Context: an optimization exercise on an open-source flow, tuned for small area and a short achievable clock period. The choices shown serve that exercise and are no tape-out recipe.
The RTL was checked by simulation tests, not by an equivalence proof against the original design.
Power and IR drop assume default switching activity.

==> flow/design.v (excerpt) <==
module cpu(clk, clrn, o, imem_addr, imem_data, dmem_addr, dmem_wdata, dmem_we, dmem_rdata);
Size: about 4400 cells after synthesis, ~160 I/O pins, ~54000 um2 of cells after synthesis.
==> flow/config.mk <==
export PLATFORM = sky130hd
export DESIGN_NAME = cpu
export DESIGN_NICKNAME = cpu
export VERILOG_FILES = /design/flow/design.v
export SDC_FILE = /design/flow/constraint.sdc
export NUM_CORES = 4
export LEC_CHECK = 0
export CAP_MARGIN = 20
export CORE_MARGIN = 2
export CORE_UTILIZATION = 45
export SETUP_SLACK_MARGIN = 4.5
export SLEW_MARGIN = 20
export SYNTH_HIERARCHICAL = 1
export SYNTH_MINIMUM_KEEP_SIZE = 0
export TNS_END_PERCENT = 0
==> flow/constraint.sdc <==
create_clock -name core_clock -period 12.0 [get_ports {clk}]
set_input_delay 2.4000 -clock core_clock [delete_from_list [all_inputs] [get_ports {clk}]]
set_output_delay 2.4000 -clock core_clock [all_outputs]
set_load 0.01 [all_outputs]
standard.sh (not shown) runs the stock make flow with config.mk's settings and CLKGATE_MAP_FILE= SYNTH_SCRIPT=/design/flow/synth_recipe.tcl, a recipe that flattens the netlist after the stock synthesis.
==> flow/flow/run.sh <==
#!/bin/bash
# Layout flow: the standard flow, with one step added after synthesis
# (downsize.tcl: every combinational cell goes back to its smallest size, and
# the flow's timing repair sizes up what the timing needs), buf_2 as the port
# buffers, a clock tree of clkbuf_8 without dummy loads, and more antenna
# repair passes after detailed routing.
set -euo pipefail
bash standard.sh synth > synth.log 2>&1
DS_ODB=orfs/results/$FLOW_PLATFORM/cpu/base/1_synth.odb \
    openroad -no_init -exit flow/downsize.tcl > downsize.log 2>&1
bash standard.sh "BUFFER_PORTS_ARGS=-buffer_cell sky130_fd_sc_hd__buf_2" \
    "CTS_ARGS=-sink_clustering_enable -repair_clock_nets -sink_clustering_size 20 -buf_list sky130_fd_sc_hd__clkbuf_8 -dont_use_dummy_load" \
    MAX_REPAIR_ANTENNAS_ITER_DRT=10 finish > finish.log 2>&1
==> flow/flow/downsize.tcl <==
# Swap every combinational cell that synthesis sized up back to the smallest
# cell of the same function; the flow's timing repair sizes up what it needs.
set odb $::env(DS_ODB)
read_db $odb
set db [ord::get_db]
set block [ord::get_db_block]
# smallest-area master for each function family name
array set best {}
foreach lib [$db getLibs] {
  foreach m [$lib getMasters] {
    set n [$m getName]
    if {[regexp {^(sky130_fd_sc_hd__[a-z0-9]+)_(\d+)$} $n -> fam sz]} {
      set a [expr {[$m getWidth] * [$m getHeight]}]
      if {![info exists best($fam)] || $a < [lindex $best($fam) 1]} {
        set best($fam) [list $m $a]
      }
    }
  }
}
set skip {dfrtp dfstp dfxtp edfxtp dfrbp dfsbp dfbbn dfbbp dfxbp edfxbp sdfxtp buf clkbuf conb tapvpwrvgnd dlygate4sd3 dlymetal6s2s clkdlybuf4s15 clkdlybuf4s18 clkdlybuf4s25 clkdlybuf4s50}
set n 0
foreach inst [$block getInsts] {
  set m [$inst getMaster]
  set name [$m getName]
  if {![regexp {^(sky130_fd_sc_hd__([a-z0-9]+))_(\d+)$} $name -> fam base sz]} continue
  if {[lsearch -exact $skip $base] >= 0} continue
  if {![info exists best($fam)]} continue
  set bm [lindex $best($fam) 0]
  if {[$bm getName] ne $name} {
    $inst swapMaster $bm
    incr n
  }
}
puts "downsized $n instances"
write_db $odb
Next try:
==> flow/flow/run.sh (replaced) <==
#!/bin/bash
# Layout flow: the standard flow, with one step added after synthesis
# (downsize.tcl: every combinational cell goes back to its smallest size, and
# the flow's timing repair sizes up what the timing needs) and more antenna
# repair passes after detailed routing.
set -euo pipefail
bash standard.sh synth > synth.log 2>&1
DS_ODB=orfs/results/$FLOW_PLATFORM/cpu/base/1_synth.odb \
    openroad -no_init -exit flow/downsize.tcl > downsize.log 2>&1
bash standard.sh MAX_REPAIR_ANTENNAS_ITER_DRT=10 finish > finish.log 2>&1
=> Wire length decreases by 1.5%; worst setup slack is worse by 0.13 ns; register-to-register slack is better by 0.19 ns; hold slack improved by 0.014 ns; final area goes up by 3.4%; die area is unchanged; final cell count rises by 0.58%; global-route usage fell by 2.9 points; power is higher by 11%.

Another version of the RTL of cpu (not shown whole).
Size: about 4000 cells after synthesis, ~160 I/O pins, ~0.052 mm² of cells after synthesis.
clock: 12.0 ns
lec_check: 0
cap_margin: 30
core_margin: 2
core_utilization: 50
setup_slack_margin: 4.5
slew_margin: 40
synth_hierarchical: 1
synth_minimum_keep_size: 0
tns_end_percent: 0
==> flow/flow/run.sh <==
#!/bin/bash
# Layout flow: the standard flow, with one step added after synthesis
# (downsize.tcl: every combinational cell goes back to its smallest size, and
# the flow's timing repair sizes up what the timing needs), buf_2 as the port
# buffers, a clock tree of clkbuf_8/clkbuf_16 in clusters of at most 16 sinks
# and 70 um without dummy loads, no gate cloning in timing repair, and more
# antenna repair passes after detailed routing.
set -euo pipefail
bash standard.sh synth > synth.log 2>&1
DS_ODB=orfs/results/$FLOW_PLATFORM/cpu/base/1_synth.odb \
    openroad -no_init -exit flow/downsize.tcl > downsize.log 2>&1
bash standard.sh "BUFFER_PORTS_ARGS=-buffer_cell sky130_fd_sc_hd__buf_2" \
    "CTS_ARGS=-sink_clustering_enable -repair_clock_nets -sink_clustering_size 16 -sink_clustering_max_diameter 70 -buf_list {sky130_fd_sc_hd__clkbuf_8 sky130_fd_sc_hd__clkbuf_16} -dont_use_dummy_load" \
    SKIP_GATE_CLONING=1 MAX_REPAIR_ANTENNAS_ITER_DRT=10 finish > finish.log 2>&1
Scripts as last shown in full above: flow/flow/downsize.tcl
The starting point ran to the end with no violations.
Change:
--- a/flow/flow/run.sh
+++ b/flow/flow/run.sh
@@ -5,4 +5,4 @@
 # buffers, a clock tree of clkbuf_8/clkbuf_16 in clusters of at most 16 sinks
-# and 70 um without dummy loads, no gate cloning in timing repair, and more
-# antenna repair passes after detailed routing.
+# and 70 um without dummy loads, and more antenna repair passes after
+# detailed routing.
 set -euo pipefail
@@ -13,2 +13,2 @@
     "CTS_ARGS=-sink_clustering_enable -repair_clock_nets -sink_clustering_size 16 -sink_clustering_max_diameter 70 -buf_list {sky130_fd_sc_hd__clkbuf_8 sky130_fd_sc_hd__clkbuf_16} -dont_use_dummy_load" \
-    SKIP_GATE_CLONING=1 MAX_REPAIR_ANTENNAS_ITER_DRT=10 finish > finish.log 2>&1
+    MAX_REPAIR_ANTENNAS_ITER_DRT=10 finish > finish.log 2>&1
--- a/flow/config.mk
+++ b/flow/config.mk
@@ -7,7 +7,7 @@
 export LEC_CHECK = 0
-export CAP_MARGIN = 30
+export CAP_MARGIN = 20
 export CORE_MARGIN = 2
-export CORE_UTILIZATION = 50
+export CORE_UTILIZATION = 45
 export SETUP_SLACK_MARGIN = 4.5
-export SLEW_MARGIN = 40
+export SLEW_MARGIN = 20
 export SYNTH_HIERARCHICAL = 1
Result: With this change the flow finished but failed the layout checks on max-slew violations. Sequential power hardly moves. Core utilization drops by 6.5 points. Flip-flop and latch count does not change. Total power is about the same. First-iteration DRC count is lower slightly. Clock skew grows by 0.036 ns. Final cell count increases by a few percent. Critical path depth rises by 3.
Change:
--- a/flow/config.mk
+++ b/flow/config.mk
@@ -7,3 +7,3 @@
 export LEC_CHECK = 0
-export CAP_MARGIN = 20
+export CAP_MARGIN = 30
 export CORE_MARGIN = 2
@@ -11,3 +11,3 @@
 export SETUP_SLACK_MARGIN = 4.5
-export SLEW_MARGIN = 20
+export SLEW_MARGIN = 40
 export SYNTH_HIERARCHICAL = 1
After rerunning: The changed run produced a clean layout. Sequential power stays flat. Die area does not change. Worst setup slack is worse by 0.011 ns.
Change:
==> flow/flow/run.sh (replaced) <==
#!/bin/bash
# Layout flow: the standard flow, with one step added after synthesis
# (downsize.tcl: every combinational cell goes back to its smallest size, and
# the flow's timing repair sizes up what the timing needs), buf_2 as the port
# buffers, a clock tree of clkbuf_8 without dummy loads, and more antenna
# repair passes after detailed routing.
set -euo pipefail
bash standard.sh synth > synth.log 2>&1
DS_ODB=orfs/results/$FLOW_PLATFORM/cpu/base/1_synth.odb \
    openroad -no_init -exit flow/downsize.tcl > downsize.log 2>&1
bash standard.sh "BUFFER_PORTS_ARGS=-buffer_cell sky130_fd_sc_hd__buf_2" \
    "CTS_ARGS=-sink_clustering_enable -repair_clock_nets -sink_clustering_size 20 -buf_list sky130_fd_sc_hd__clkbuf_8 -dont_use_dummy_load" \
    MAX_REPAIR_ANTENNAS_ITER_DRT=10 finish > finish.log 2>&1
--- a/flow/config.mk
+++ b/flow/config.mk
@@ -7,3 +7,3 @@
 export LEC_CHECK = 0
-export CAP_MARGIN = 30
+export CAP_MARGIN = 20
 export CORE_MARGIN = 2
@@ -11,3 +11,3 @@
 export SETUP_SLACK_MARGIN = 4.5
-export SLEW_MARGIN = 40
+export SLEW_MARGIN = 20
 export SYNTH_HIERARCHICAL = 1
This time the run reached the layout checks and failed them: max-slew violations.
First-iteration DRC count goes up slightly.
Final area goes down slightly.
Total power goes up slightly.
Wire length goes down slightly.
Worst setup slack degrades by 0.25 ns.
Sequential power is about the same.
Clock power goes up by a few percent.
Sequential cell count stays the same.
Non-clock buffer count goes down by 58.

what the ideal ports hide:
The flow's constraints put no driver on any port. The routed layouts listed below were extracted and timed again, unchanged, in two steps.
Step 1, drivers: a clkbuf_16 drives clk and a buf_2 each remaining input, both assumed.
Step 2, shift: input delay + t, output delay - t, t = (earliest + latest rising clock arrival at the registers) / 2. This alone moves slack from input paths to output paths.
Slacks: ideal / step 1 / step 2; pairs: ideal / step 1.
| run | shift t [ns] | setup slack, ns | worst slew at a driven data input, ns |
|---|---|---|---|
| the first run of note 1 | 0.944 | 3.545 / 3.510 / 2.696 | 0.05 |
| the second run of note 1 | 0.780 | 3.410 / 3.382 / 2.786 | 0.06 |
| the first run of note 2 | 0.713 | 3.378 / 3.320 / 2.742 | 0.09 |
| the second run of note 2 | 0.732 | 3.414 / 3.270 / 2.841 | 0.20 |
| the third run of note 2 | 0.731 | 3.403 / 3.344 / 2.853 | 0.09 |
| the fourth run of note 2 | 0.908 | 3.150 / 3.182 / 2.285 | 0.10 |
For the fourth run of note 2, which loses most, drivers alone change the setup slack by +0.032 ns; drivers and shift together by -0.865 ns.
